Background: an optimization exercise with open tools, aiming at small area. Do not read the settings as production practice. Only simulation tests tie the RTL to the original design; equivalence was not proved. Power and IR drop assume default switching activity.

`run.sh`:
```
#!/bin/bash
# synth_recipe.tcl (not shown) runs the flow's synth.tcl, then flattens the netlist and writes it again
# the make line also repeats each setting of config.mk as NAME=value (left out here)
make -C /OpenROAD-flow-scripts/flow DESIGN_CONFIG=/design/flow/config.mk WORK_HOME=/design/flow/orfs CLKGATE_MAP_FILE= SYNTH_SCRIPT=/design/flow/synth_recipe.tcl finish
```
`config.mk`:
```
export PLATFORM = sky130hd
export DESIGN_NAME = TRON_game
export DESIGN_NICKNAME = TRON_game
export VERILOG_FILES = /design/flow/design.v
export SDC_FILE = /design/flow/constraint.sdc
export NUM_CORES = 4
export LEC_CHECK = 0
export CAP_MARGIN = 20
export CORE_MARGIN = 2
export CORE_UTILIZATION = 40
export PLACE_DENSITY = 0.6
export SLEW_MARGIN = 20
```
`constraint.sdc`:
```
create_clock -name core_clock -period 40.0 [get_ports {CLK}]
set_input_delay 8.0000 -clock core_clock [delete_from_list [all_inputs] [get_ports {CLK}]]
set_output_delay 8.0000 -clock core_clock [all_outputs]
set_load 0.01 [all_outputs]
```
`design.v`:
```
module VGA_controller(H_sync_out, V_sync_out, COLOR_OUT, COMP_ADDR, xpos, ypos,   CLK_VGA, RST, VIDBUFF);
	input CLK_VGA, RST;
	input [7:0] VIDBUFF;
	output H_sync_out;
	output V_sync_out;
	output [9:0] xpos;
	output [9:0] ypos;
	output [7:0] COLOR_OUT;
	output [17:0] COMP_ADDR;
	reg [9:0] xpos;
	reg [9:0] ypos;
	reg H_sync_out, V_sync_out;
	reg H_data_on, V_data_on;
	assign COMP_ADDR = (xpos - 100) + (440 * (ypos - 20));
	always @(posedge CLK_VGA)
		if (RST)
		begin
			xpos = 0;
			ypos = 0;
			H_sync_out = 1;
			V_sync_out = 1;
			H_data_on = 1;
			V_data_on = 1;
		end
		else
		begin
			xpos = xpos + 1;
			if (xpos == 640) H_data_on = 0;
			if (xpos == 660) H_sync_out = 0;
			if (xpos == 755) H_sync_out = 1;
			if (xpos == 800)
				begin
					H_data_on = 1;
					xpos = 0;
					ypos = ypos + 1;
				end
			if (ypos == 480) V_data_on = 0;
			if (ypos == 494) V_sync_out = 0;
			if (ypos == 496) V_sync_out = 1;
			if (ypos == 528)
				begin
					V_data_on = 1;
					ypos = 0;
				end
		end
	assign RED_out2 = (VIDBUFF[7] && H_data_on && V_data_on);
	assign RED_out1 = (VIDBUFF[6] && H_data_on && V_data_on);
	assign RED_out0 = (VIDBUFF[5] && H_data_on && V_data_on);
	assign GREEN_out2 = (VIDBUFF[4] && H_data_on && V_data_on);
	assign GREEN_out1 = (VIDBUFF[3] && H_data_on && V_data_on);
	assign GREEN_out0 = (VIDBUFF[2] && H_data_on && V_data_on);
	assign BLUE_out1 = (VIDBUFF[1] && H_data_on && V_data_on);
	assign BLUE_out0 = (VIDBUFF[0] && H_data_on && V_data_on);
	assign COLOR_OUT = {RED_out2, RED_out1, RED_out0, GREEN_out2, GREEN_out1, GREEN_out0, BLUE_out1, BLUE_out0};
endmodule
module VBUFF_controller(VIDBUFF, LOSS_flag,   ypos, xpos, P1_xpos, P1_ypos, P2_xpos, P2_ypos, VRAM_in);
	input [9:0] ypos;
	input [9:0] xpos;
	input [9:0] P1_xpos;
	input [9:0] P2_xpos;
	input [9:0] P1_ypos;
	input [9:0] P2_ypos;
	input VRAM_in;
	output [7:0] VIDBUFF;
	output LOSS_flag;
	reg [7:0] VIDBUFF;
	wire LOSS_flag;
	wire LOSS_status;
	wire traila;
	wire [7:0] wVIDBUFF_LOSS_P1;
	wire [7:0] wVIDBUFF_LOSS_P2;
	DISP_OUTLINE border(outline_true, xpos, ypos);
	COLLISION_WALL wall_p1(collision_wall_true_p1, P1_xpos, P1_ypos);
	COLLISION_WALL wall_p2(collision_wall_true_p2, P2_xpos, P2_ypos);
	COLLISION_TRAIL trail_p1(collision_trail_true_p1, xpos, xpos, P1_xpos, P1_ypos, P2_xpos, P2_xpos, VRAM_in);
	COLLISION_TRAIL trail_p2(collision_trail_true_p2, xpos, xpos, P2_xpos, P2_ypos, P1_xpos, P1_xpos, VRAM_in);
	LOSS_P1 loss_p1(wVIDBUFF_LOSS_P1, xpos, ypos);
	LOSS_P2 loss_p2(wVIDBUFF_LOSS_P2, xpos, ypos);
	assign LOSS_flag = (collision_wall_true_p2 || collision_trail_true_p2 || collision_wall_true_p1 || collision_trail_true_p1 || traila);
	assign LOSS_status = (collision_wall_true_p1 || collision_trail_true_p1) ? 0:1;
	always @ (*)
		begin
			if(LOSS_flag)
				begin
					if(LOSS_status == 0)  
						begin
							VIDBUFF = wVIDBUFF_LOSS_P1;
						end
					else  
						begin
							VIDBUFF = wVIDBUFF_LOSS_P2;
						end
				end
			else if((!outline_true) && (!LOSS_flag))
				begin
					if((ypos == P1_ypos) && (xpos == P1_xpos)) VIDBUFF[7:0] = 8'b00011100;  
					else if((ypos == P2_ypos) && (xpos == P2_xpos)) VIDBUFF[7:0] = 8'b11100000;  
					else if(VRAM_in == 1) VIDBUFF[7:0] = 8'b00000010;  
					else VIDBUFF[7:0] = 8'b00000000;
				end
			else
				VIDBUFF = 8'b00000001;  
		end
		assign traila = ((P2_ypos == P1_ypos) && (P2_xpos == P1_xpos));  
	endmodule
module DISP_OUTLINE(outline_true, xpos, ypos);
		input [9:0] xpos;
		input [9:0] ypos;
		output outline_true;
		wire outline_true;
		wire xbound_left_low = (0 <= xpos[9:0]);
		wire xbound_left_high = (xpos[9:0] < 100);
		wire xbound_right_low = (540 <= xpos[9:0]);
		wire xbound_right_high = (xpos[9:0] < 641);
		wire ybound_top_low = (0 <= ypos[9:0]);
		wire ybound_top_high = (ypos[9:0] < 20);
		wire ybound_bottom_low = (460 <= ypos[9:0]);
		wire ybound_bottom_high = (ypos[9:0] < 481);
		and(xbound_left, xbound_left_low, xbound_left_high);
		and(xbound_right, xbound_right_low, xbound_right_high);
		and(ybound_top, ybound_top_low, ybound_top_high);
		and(ybound_bottom, ybound_bottom_low, ybound_bottom_high);
		or(outline_true, xbound_left, xbound_right, ybound_top, ybound_bottom);
endmodule
module COLLISION_WALL(collision_wall_true, pxpos, pypos);
		input [9:0] pxpos;
		input [9:0] pypos;
		output collision_wall_true;
		wire collision_wall_true;
		wire xbound_left = (pxpos[9:0] <= 100);
		wire xbound_right = (pxpos[9:0] >= 540);
		wire ybound_top = (pypos[9:0] <= 20);
		wire ybound_bottom = (pypos[9:0] >= 460);
		or(collision_wall_true, xbound_left, xbound_right, ybound_top, ybound_bottom);
endmodule
module COLLISION_TRAIL(collision_trail_true, xpos, ypos, p1xpos, p1ypos, p2xpos, p2ypos, VRAM_in);
		input [9:0] xpos;
		input [9:0] ypos;
		input [9:0] p1xpos;
		input [9:0] p1ypos;
		input [9:0] p2xpos;
		input [9:0] p2ypos;
		input VRAM_in;
		output collision_trail_true;
		wire collision_trail_true;
			wire present_x = (xpos == p1xpos);
			wire present_y = (ypos == p1ypos);
			and(present, present_x, present_y);
			and(collision_trail_true, present, VRAM_in);
endmodule
module LOSS_P1(VIDBUFF_LOSS_P1, xpos, ypos);
	input [9:0] xpos;
	input [9:0] ypos;
	output [7:0] VIDBUFF_LOSS_P1;
	reg [7:0] VIDBUFF_LOSS_P1;
	wire [4:0] ptext;
	wire [4:0] wintext;
	wire text;
	always @ (*)
		begin
			if(text) VIDBUFF_LOSS_P1 = 8'b11100000;
			else VIDBUFF_LOSS_P1 = 8'b00000000;
		end
		assign text = (ptext[0] | ptext[1] | ptext[2] | ptext[3] | ptext[4] | wintext[0] | wintext[1] | wintext[2] | wintext[3] | wintext[4]);
		assign ptext[0] = ( (((223<=xpos)&&(xpos<=334)) || ((372<=xpos)&&(xpos<=488))) && ((28<=ypos)&&(ypos<=65)) );
		assign ptext[1] = ( (((223<=xpos)&&(xpos<=260)) || ((298<=xpos)&&(xpos<=334))) && ((66<=ypos)&&(ypos<=102)) );
		assign ptext[2] = ( ((223<=xpos)&&(xpos<=334)) && ((103<=ypos)&&(ypos<=139)) );
		assign ptext[3] = ( ((223<=xpos)&&(xpos<=260)) && ((140<=ypos)&&(ypos<=213)) );
		assign ptext[4] = ( (((223<=xpos)&&(xpos<=260)) || ((372<=xpos)&&(xpos<=488))) && ((140<=ypos)&&(ypos<=213)) );
		assign wintext[0] = ( (((52<=xpos)&&(xpos <= 88)) || ((126<=xpos)&&(xpos<=162)) || ((200<=xpos)&&(xpos<=236)) || ((274<=xpos)&&(xpos<=310)) || ((348<=xpos)&&(xpos<=458)) || ((496<=xpos)&&(xpos<=606))) && ((286<=ypos)&&(ypos<=323)) );
		assign wintext[1] = ( (((52<=xpos)&&(xpos <= 88)) || ((126<=xpos)&&(xpos<=162)) || ((200<=xpos)&&(xpos<=236)) || ((274<=xpos)&&(xpos<=310)) || ((348<=xpos)&&(xpos<=384)) || ((422<=xpos)&&(xpos<=458)) || ((496<=xpos)&&(xpos<=532)) ) && ((324<=ypos)&&(ypos<=360)));
		assign wintext[2] = ( (((52<=xpos)&&(xpos <= 88)) || ((126<=xpos)&&(xpos<=162)) || ((200<=xpos)&&(xpos<=236)) || ((274<=xpos)&&(xpos<=310)) || ((348<=xpos)&&(xpos<=384)) || ((422<=xpos)&&(xpos<=458)) || ((496<=xpos)&&(xpos<=606)) ) && ((361<=ypos)&&(ypos<=397)));
		assign wintext[3] = ( (((52<=xpos)&&(xpos <= 236)) || ((274<=xpos)&&(xpos<=310)) || ((348<=xpos)&&(xpos<=384)) || ((422<=xpos)&&(xpos<=458)) || ((570<=xpos)&&(xpos<=606))) && ((398<=ypos)&&(ypos<=434)) );
		assign wintext[4] = ( (((52<=xpos)&&(xpos <= 236)) || ((274<=xpos)&&(xpos<=310)) || ((348<=xpos)&&(xpos<=384)) || ((422<=xpos)&&(xpos<=458)) || ((496<=xpos)&&(xpos<=606))) && ((435<=ypos)&&(ypos<=471)) );
endmodule
module LOSS_P2(VIDBUFF_LOSS_P2, xpos, ypos);
	input [9:0] xpos;
	input [9:0] ypos;
	output [7:0] VIDBUFF_LOSS_P2;
	reg [7:0] VIDBUFF_LOSS_P2;
	wire [3:0] ptext;
	wire [4:0] wintext;
	wire text;
	always @ (*)
		begin
			if (text) VIDBUFF_LOSS_P2 = 8'b11100000;
			else VIDBUFF_LOSS_P2 = 8'b00000000;
		end
		assign text = (ptext[0] | ptext[1] | ptext[2] | ptext[3] | wintext[0] | wintext[1] | wintext[2] | wintext[3] | wintext[4]);
		assign ptext[0] = ( (((223<=xpos)&&(xpos<=334)) || ((372<=xpos)&&(xpos<=488))) && ((28<=ypos)&&(ypos<=65)) );
		assign ptext[1] = ( (((223<=xpos)&&(xpos<=260)) || ((298<=xpos)&&(xpos<=334)) || ((372<=xpos)&&(xpos<=488))) && ((66<=ypos)&&(ypos<=102)) );
		assign ptext[2] = ( (((223<=xpos)&&(xpos<=334)) || ((372<=xpos)&&(xpos<=488))) && ((103<=ypos)&&(ypos<=139)) );
		assign ptext[3] = ( (((223<=xpos)&&(xpos<=260)) || ((372<=xpos)&&(xpos<=488))) && ((140<=ypos)&&(ypos<=213)) );
		assign wintext[0] = ( (((52<=xpos)&&(xpos <= 88)) || ((126<=xpos)&&(xpos<=162)) || ((200<=xpos)&&(xpos<=236)) || ((274<=xpos)&&(xpos<=310)) || ((348<=xpos)&&(xpos<=458)) || ((496<=xpos)&&(xpos<=606))) && ((286<=ypos)&&(ypos<=323)));
		assign wintext[1] = ( (((52<=xpos)&&(xpos <= 88)) || ((126<=xpos)&&(xpos<=162)) || ((200<=xpos)&&(xpos<=236)) || ((274<=xpos)&&(xpos<=310)) || ((348<=xpos)&&(xpos<=384)) || ((422<=xpos)&&(xpos<=458)) || ((496<=xpos)&&(xpos<=532))) && ((324<=ypos)&&(ypos<=360)));
		assign wintext[2] = ( (((52<=xpos)&&(xpos <= 88)) || ((126<=xpos)&&(xpos<=162)) || ((200<=xpos)&&(xpos<=236)) || ((274<=xpos)&&(xpos<=310)) || ((348<=xpos)&&(xpos<=384)) || ((422<=xpos)&&(xpos<=458)) || ((496<=xpos)&&(xpos<=606))) && ((361<=ypos)&&(ypos<=397)));
		assign wintext[3] = ( (((52<=xpos)&&(xpos <= 236)) || ((274<=xpos)&&(xpos<=310)) || ((348<=xpos)&&(xpos<=384)) || ((422<=xpos)&&(xpos<=458)) || ((570<=xpos)&&(xpos<=606))) && ((398<=ypos)&&(ypos<=434)));
		assign wintext[4] = ( (((52<=xpos)&&(xpos <= 236)) || ((274<=xpos)&&(xpos<=310)) || ((348<=xpos)&&(xpos<=384)) || ((422<=xpos)&&(xpos<=458)) || ((496<=xpos)&&(xpos<=606))) && ((435<=ypos)&&(ypos<=471)));
endmodule
module PLAYERS(P1_xpos, P1_ypos, P2_xpos, P2_ypos, WEB, COMP_ADDR_B,   CLK_VGA, P1_left, P1_right, P2_left, P2_right, RST, LOSS_flag);
	input CLK_VGA, RST, LOSS_flag;
	input P1_left, P1_right, P2_left, P2_right;
	output [9:0] P1_xpos;
	output [9:0] P1_ypos;
	output [9:0] P2_xpos;
	output [9:0] P2_ypos;
	output WEB;
	output [17:0] COMP_ADDR_B;
	reg [9:0] P1_xpos, P1_xpos_old;
	reg [9:0] P1_ypos, P1_ypos_old;
	reg [9:0] P2_xpos, P2_xpos_old;
	reg [9:0] P2_ypos, P2_ypos_old;
	reg [1:0] P1_dir;
	reg [1:0] P2_dir;
	reg WEB;
	reg RAM_toggle;
	reg [21:0] CLK_GAME;
	reg [21:0] CLK_RAM;
	wire [17:0] COMP_ADDR_B;
	wire P1_left, P1_right, P2_left, P2_right;
	wire wP1_left_down, wP1_right_down, wP2_left_down, wP2_right_down;
	assign COMP_ADDR_B = RAM_toggle ? (P1_xpos_old - 100) + (440 * (P1_ypos_old - 20)):(P2_xpos_old - 100) + (440 * (P2_ypos_old - 20));
	always @ (posedge CLK_VGA)
		begin
				if(!LOSS_flag)
					begin
						CLK_GAME = CLK_GAME + 1;
						CLK_RAM = CLK_RAM + 1;
					end
			if(RST)
				begin
					P1_xpos = 300;
					P1_ypos = 240;
					P2_xpos = 340;
					P2_ypos = 240;
					P1_xpos_old = 0;
					P1_ypos_old = 0;
					P2_xpos_old = 0;
					P2_ypos_old = 0;
					P1_dir = 1;
					P2_dir = 3;
					CLK_GAME = 0;
					CLK_RAM = 0;
					RAM_toggle = 0;
					WEB = 0;
				end
			if(CLK_GAME == 62500)
				begin
					CLK_GAME = 0; 
						P1_xpos_old = P1_xpos;
						P1_ypos_old = P1_ypos;
						P2_xpos_old = P2_xpos;
						P2_ypos_old = P2_ypos;
						if(P1_dir == 0) P1_ypos = P1_ypos - 1;
						else if(P1_dir == 1) P1_xpos = P1_xpos + 1;
						else if(P1_dir == 2) P1_ypos = P1_ypos + 1;
						else if(P1_dir == 3) P1_xpos = P1_xpos - 1;
						if(P2_dir == 0) P2_ypos = P2_ypos - 1;
						else if(P2_dir == 1) P2_xpos = P2_xpos + 1;
						else if(P2_dir == 2) P2_ypos = P2_ypos + 1;
						else if(P2_dir == 3) P2_xpos = P2_xpos - 1;
				end
				if(CLK_RAM == 1)
					begin
						RAM_toggle = 1;
						WEB = 1;
					end
				if(CLK_RAM == 15625)WEB = 0;
				if(CLK_RAM == 31250)
					begin
						RAM_toggle = 0;
						WEB = 1;
					end
				if(CLK_RAM == 62500)
					begin
						WEB = 0;
						CLK_RAM = 0;
					end
			if(wP1_left_down == 1) P1_dir = P1_dir - 1;
			else if(wP1_right_down == 1) P1_dir = P1_dir + 1;
			if(wP2_left_down == 1) P2_dir = P2_dir - 1;
			else if(wP2_right_down == 1) P2_dir = P2_dir + 1;
		end
		DEBOUNCE P1L(CLK_VGA, RST, P1_left, wP1_left_down); 
		DEBOUNCE P1R(CLK_VGA, RST, P1_right, wP1_right_down);
		DEBOUNCE P2L(CLK_VGA, RST, P2_left, wP2_left_down);
		DEBOUNCE P2R(CLK_VGA, RST, P2_right, wP2_right_down);
endmodule
module DEBOUNCE(clk, rst, button, button_down);  
	input clk;
	input rst;
	input button;
	output button_down;
	reg button_sync_0;  always @(posedge clk) button_sync_0 <= rst ? 1'b1 : ~button;
	reg button_sync_1;  always @(posedge clk) button_sync_1 <= rst ? 1'b1 : button_sync_0;
	reg [15:0] button_cnt;
	reg button_state;
	wire button_idle = (button_state == button_sync_1);
	wire button_cnt_ovf = &button_cnt;
	always @(posedge clk)
		if(rst)
			begin
				button_cnt <= 0;
				button_state <= 1'b1;
			end
		else if(button_idle)
			button_cnt <= 0;
		else
			begin
				button_cnt <= button_cnt + 1;
				if(button_cnt_ovf) button_state <= ~button_state;
			end
	wire button_down = ~button_state & ~button_idle & button_cnt_ovf;
endmodule
module TRON_game(CLK, P1_left, P1_right, P2_left, P2_right, H_sync_out, V_sync_out, COLOR_OUT, RST,
	VRAM_ADDR_A, VRAM_WE_A, VRAM_DOUT_A, VRAM_ADDR_B, VRAM_WE_B);
	input CLK, RST;
	input P1_left, P1_right, P2_left, P2_right;
	output H_sync_out, V_sync_out;
	output [7:0] COLOR_OUT;
	output [17:0] VRAM_ADDR_A;
	output VRAM_WE_A;
	input VRAM_DOUT_A;
	output [17:0] VRAM_ADDR_B;
	output VRAM_WE_B;
	wire [9:0] wP1_xpos, wP1_ypos, wP2_xpos, wP2_ypos;
	wire [17:0] wCOMP_ADDR_A;
	wire [17:0] wCOMP_ADDR_B;
	wire [9:0] wxpos, wypos;
	wire [7:0] wVIDBUFF;
	wire web;
	wire LOSS_flag;
	wire douta = VRAM_DOUT_A & ~RST;
	assign VRAM_ADDR_A = wCOMP_ADDR_A;
	assign VRAM_WE_A = RST;
	assign VRAM_ADDR_B = wCOMP_ADDR_B;
	assign VRAM_WE_B = web;
	VGA_controller display(H_sync_out, V_sync_out, COLOR_OUT, wCOMP_ADDR_A, wxpos, wypos,   CLK, RST, wVIDBUFF);
	VBUFF_controller vmem(wVIDBUFF, LOSS_flag,  wypos, wxpos, wP1_xpos, wP1_ypos, wP2_xpos, wP2_ypos, douta);
	PLAYERS controls(wP1_xpos, wP1_ypos, wP2_xpos, wP2_ypos, web, wCOMP_ADDR_B,   CLK, P1_left, P1_right, P2_left, P2_right, RST, LOSS_flag);
endmodule
```
==> impl_metrics.py <==
metrics = {
    "logic_synthesis": {
        "synthAdderAreaFrac_pct": 16.8,
        "synthSimpleGateAreaFrac_pct": 23.4,
        "syn_nets": 2811,
        "ys_types": 83,
        "ys_seq_area_share_pct": 24.2,
        "postSynthAreaPerCell_um2": 8.04,
        "ys_ff_latch": 230,
        "synth_async_sr_flop_share_pct": 0,
        "synth_edf_count": 40,
        "synth_xor_area_share_pct": 15.0,
        "synth_mux_area_share_pct": 1.08,
        "synthCells": 2568,
        "syn_area_um2": 20700,
        "synth_warnings": 24,
        "synth_top_family_by_area": "simple AND/OR/NAND/NOR gates",
        "synth-compound-area-share_pct": 11.7,
        "synth_flop_cell": "dfxtp_1",
    },
    "timing": {
        "slew_viol_final": 0,
        "worst_pin_slew_ns": 0.924,
        "clock-skew-final_ns": 0.00792,
        "fmax_mhz": 51.3,
        "tns_ns": 0,
        "setup_slack_ns": 20.52,
        "rsz0062_at_grt": "no",
        "setup_viol": 0,
        "hold_viol": 0,
        "final.min_clock_period_ns": 19.48,
        "period_share_pct": 48.7,
        "slew_headroom_pct": 38.4,
    },
    "placed_design": {
        "dp_hpwl_um": 37200,
        "gp_congestion": 0.889,
        "place.port_buffers": 54,
        "pre_cts_ws_ns": 20.47,
        "placed_area_um2": 21500,
        "dp.cells": 3172,
    },
    "detailed_routing": {
        "post-route-drc-count": 0,
        "drt-wirelength-per-cell_um": 15.4,
        "num_vias": 17100,
        "drt_iter0_drc": 1162,
        "final_antenna_net_count": 0,
        "totalWireLength_um": 49500,
        "firstDrtPassIters": 5,
        "viasPerCell": 5.30,
    },
    "critical_path": {
        "crit_end": "COLOR_OUT[7]",
        "cpMaxStageDelayCell": "nand3_1",
        "startpoint": "RST",
        "reg2reg_from": "display.xpos[2]",
        "path_depth": 9,
        "path_buf_inv": 2,
        "cp.arrival_ns": 11.48,
        "cp-end-kind": "output pin",
        "path_cells": "buf_4, nand2b_1, or4_4, nor3_2, a21oi_1, nand3_1, nor2_1, a211oi_1, clkdlybuf4s50_1",
        "max_stage_delay_ns": 0.66,
        "path_class": "input port to output pin",
        "reg2reg_depth": 12,
        "r2r_end": "controls.P2_ypos_old[8]",
        "timing.critical_path.from_type": "input port",
        "cp_max_fo": 55,
        "r2r_slack_ns": 34.95,
        "required_ns": 32.00,
        "path_delay_family": "simple AND/OR/NAND/NOR gates",
    },
    "grt": {
        "grt_pass1_vias": 16600,
        "grt_pass1_wl_um": 82800,
        "overflow": 0,
        "antenna_found_initial": 0,
        "grt_max_degree": 69,
        "grtUsageTotal_pct": 18.3,
    },
    "die": {
        "dieHeight_um": 231,
        "start_util_pct": 40.3,
        "rows": 83,
        "die_w_um": 231,
        "core_um2": 51200,
        "dieArea_um2": 53500,
        "io_pins": 55,
    },
    "final_layout": {
        "num_antenna_cells": 0,
        "final_cells": 3219,
        "final_cell_area_um2": 22400,
        "drive_gt1_share_pct": 4.53,
        "final_net_count": 2763,
        "fillCellCount": 5023,
        "areaGrowthSynthToFinish_pct": 8.53,
    },
    "worst_hold_path": {
        "worst_hold_startpoint": "controls.P2L.button_sync_0",
        "hp-class": "flip-flop to flip-flop",
    },
    "cts": {
        "cts_setup_buffers": 0,
        "cts-root-buf": "clkbuf_16",
        "htreeDepth": 1,
        "clockBufferDepth": 3,
        "numCtsBuffers": 26,
        "cts.reportedPaths.clkPinSlew_ns": 0.06,
        "clk_latency_ns": 0.54,
        "ctsResizeCount": 0,
        "cts.sinks": 230,
        "tritoncts": "done",
        "hold_buffers": 0,
    },
    "flow_run": {
        "maxCapViolations": 0,
    },
    "run_status": {
        "status": "finished clean",
    },
    "pwr": {
        "total_power_mw": 1.03,
        "peakVddDrop_uv": 42.7,
        "p_leak_nw": 9.04,
        "power.density_nw_per_um2": 46.0,
    },
}
-- final cells by class --
| class | instances | area [um^2] | area share [%] |
|---|---|---|---|
| clock buffers | 35 | 738 | 3.29 |
| clock inverters | 12 | 163 | 0.726 |
| inverters | 246 | 923 | 4.12 |
| multi-input cells | 1942 | 14000 | 62.7 |
| flip-flops and latches | 230 | 5000 | 22.3 |
| well taps | 680 | 851 | 3.80 |
| repair buffers | 74 | 688 | 3.07 |
-- sequential cells by signal, summed over array words and instances, names as in the netlist, 16 cells and up --
name,count
controls.P2L.button_cnt,16
controls.P1R.button_cnt,16
controls.CLK_GAME,22
controls.P2R.button_cnt,16
controls.P1L.button_cnt,16
controls.CLK_RAM,22
-- cell usage in the layout, fill, tap and decap left out, types with 8 or more instances in the layout --
cell	netlist	layout
mux2i_1	13	13
or4_1	9	9
nand2b_1	23	23
nor3b_1	15	15
nor2b_1	39	39
and4_1	13	13
inv_1	244	244
nor4_1	40	39
fa_1	69	69
a211oi_1	8	8
a21boi_0	11	11
xor2_1	159	159
a21o_1	17	17
a21oi_1	105	105
edfxtp_1	40	40
xnor2_1	194	194
nand2_1	180	179
dfxtp_1	190	190
clkbuf_16	0	26
o21ai_0	88	88
and3_1	37	37
nor3_1	60	60
o21a_1	11	11
or3_1	28	28
nand4_1	43	43
buf_4	14	21
a31oi_1	22	22
and2_1	21	21
nand3b_1	12	12
nand3_1	86	86
o211ai_1	10	10
or2_2	18	18
nor2_1	309	309
clkdlybuf4s50_1	0	53
o31ai_1	14	14
ha_1	167	167
-- metrics by stage --
stage	hold WS [ns]	utilization [%]
finish	0.411	43.8
global route	0.424	43.8
CTS	0.416	43.8
detailed placement	0.404	42.0
global placement	0.405	42.0
floorplan	0.389	-
-- synthesized netlist by cell type (14+ instances only) --
| master | n | area, um^2 |
|---|---|---|
| nor2_1 | 309 | 1160 |
| inv_1 | 244 | 916 |
| xnor2_1 | 194 | 1700 |
| dfxtp_1 | 190 | 3800 |
| nand2_1 | 180 | 676 |
| ha_1 | 167 | 2090 |
| xor2_1 | 159 | 1390 |
| a21oi_1 | 105 | 526 |
| o21ai_0 | 88 | 440 |
| nand3_1 | 86 | 430 |
| clkbuf_1 | 85 | 319 |
| fa_1 | 69 | 1380 |
| nor3_1 | 60 | 300 |
| nand4_1 | 43 | 269 |
| edfxtp_1 | 40 | 1200 |
| nor4_1 | 40 | 250 |
| nor2b_1 | 39 | 244 |
| and3_1 | 37 | 231 |
| buf_2 | 32 | 160 |
| or3_1 | 28 | 175 |
| nand2b_1 | 23 | 144 |
| a31oi_1 | 22 | 138 |
| and2_1 | 21 | 131 |
| or2_2 | 18 | 113 |
| a21o_1 | 17 | 128 |
| nor3b_1 | 15 | 113 |
| buf_4 | 14 | 105 |
| o31ai_1 | 14 | 105 |
-- metal layers --
layer / track usage (%) / share of wire (%) / up-vias
li1: - / - / 8584
met1: 25.0 / 47 / 8075
met2: 31.2 / 47 / 338
met3: 2.01 / 4.4 / 60
met4: 3.87 / 1.6 / 0
met5: 0 / 0 / -
-- worst min-delay path by stage --
stage          slack (ns)                    endpoint  cells past startpoint
3_3_place_gp         0.40  controls.P1L.button_sync_1                      1
3_5_place_dp         0.40  controls.P2L.button_sync_1                      1
4_1_cts              0.42  controls.P2L.button_sync_1                      1
2_1_floorplan        0.39  controls.P1L.button_sync_1                      1
6_report             0.41  controls.P2L.button_sync_1                      1
5_1_grt              0.42  controls.P2L.button_sync_1                      1
-- cells by family (layout without fill, tap and decap cells) --
group	Yosys count	after routing
adders and majority gates	236	236
and+or+nand+nor	964	964
muxes	21	21
xor gates and xnor gates	353	353
DFF	230	230
AOI/OAI and AO/OA	368	368
buffers and inverters	396	367
-- power breakdown --
group | internal (mW) | switching (mW)
clock network | 0.149 | 0.0993
registers | 0.239 | 0.00453
logic | 0.257 | 0.281
total | 0.645 | 0.385

static timing again, ports no longer ideal:
How much do the figures lean on ideal ports? The routed layout below was timed once more, with nothing changed but the port constraints.
Step 1 assumes that a clkbuf_16 drives the clock port and a buf_2 every other input.
Step 2 moves the port delays by t, midway between the first and last clock arrival at a register: inputs arrive t later, outputs are due t later. That takes back most of the time a late clock gives input paths.
a / b / c = ideal ports / drivers / drivers and shift; a / b = the first two.
shift t [ns]: 0.591
setup slack, ns: 20.524 / 20.500 / 20.500
hold WS [ns]: 0.411 / 0.411 / 0.411
latest minus earliest clock arrival (ns): 0.009 / 0.009
After both steps this run still meets setup and hold. For this run, drivers alone change the setup slack by -0.024 ns; drivers and shift together by -0.024 ns.
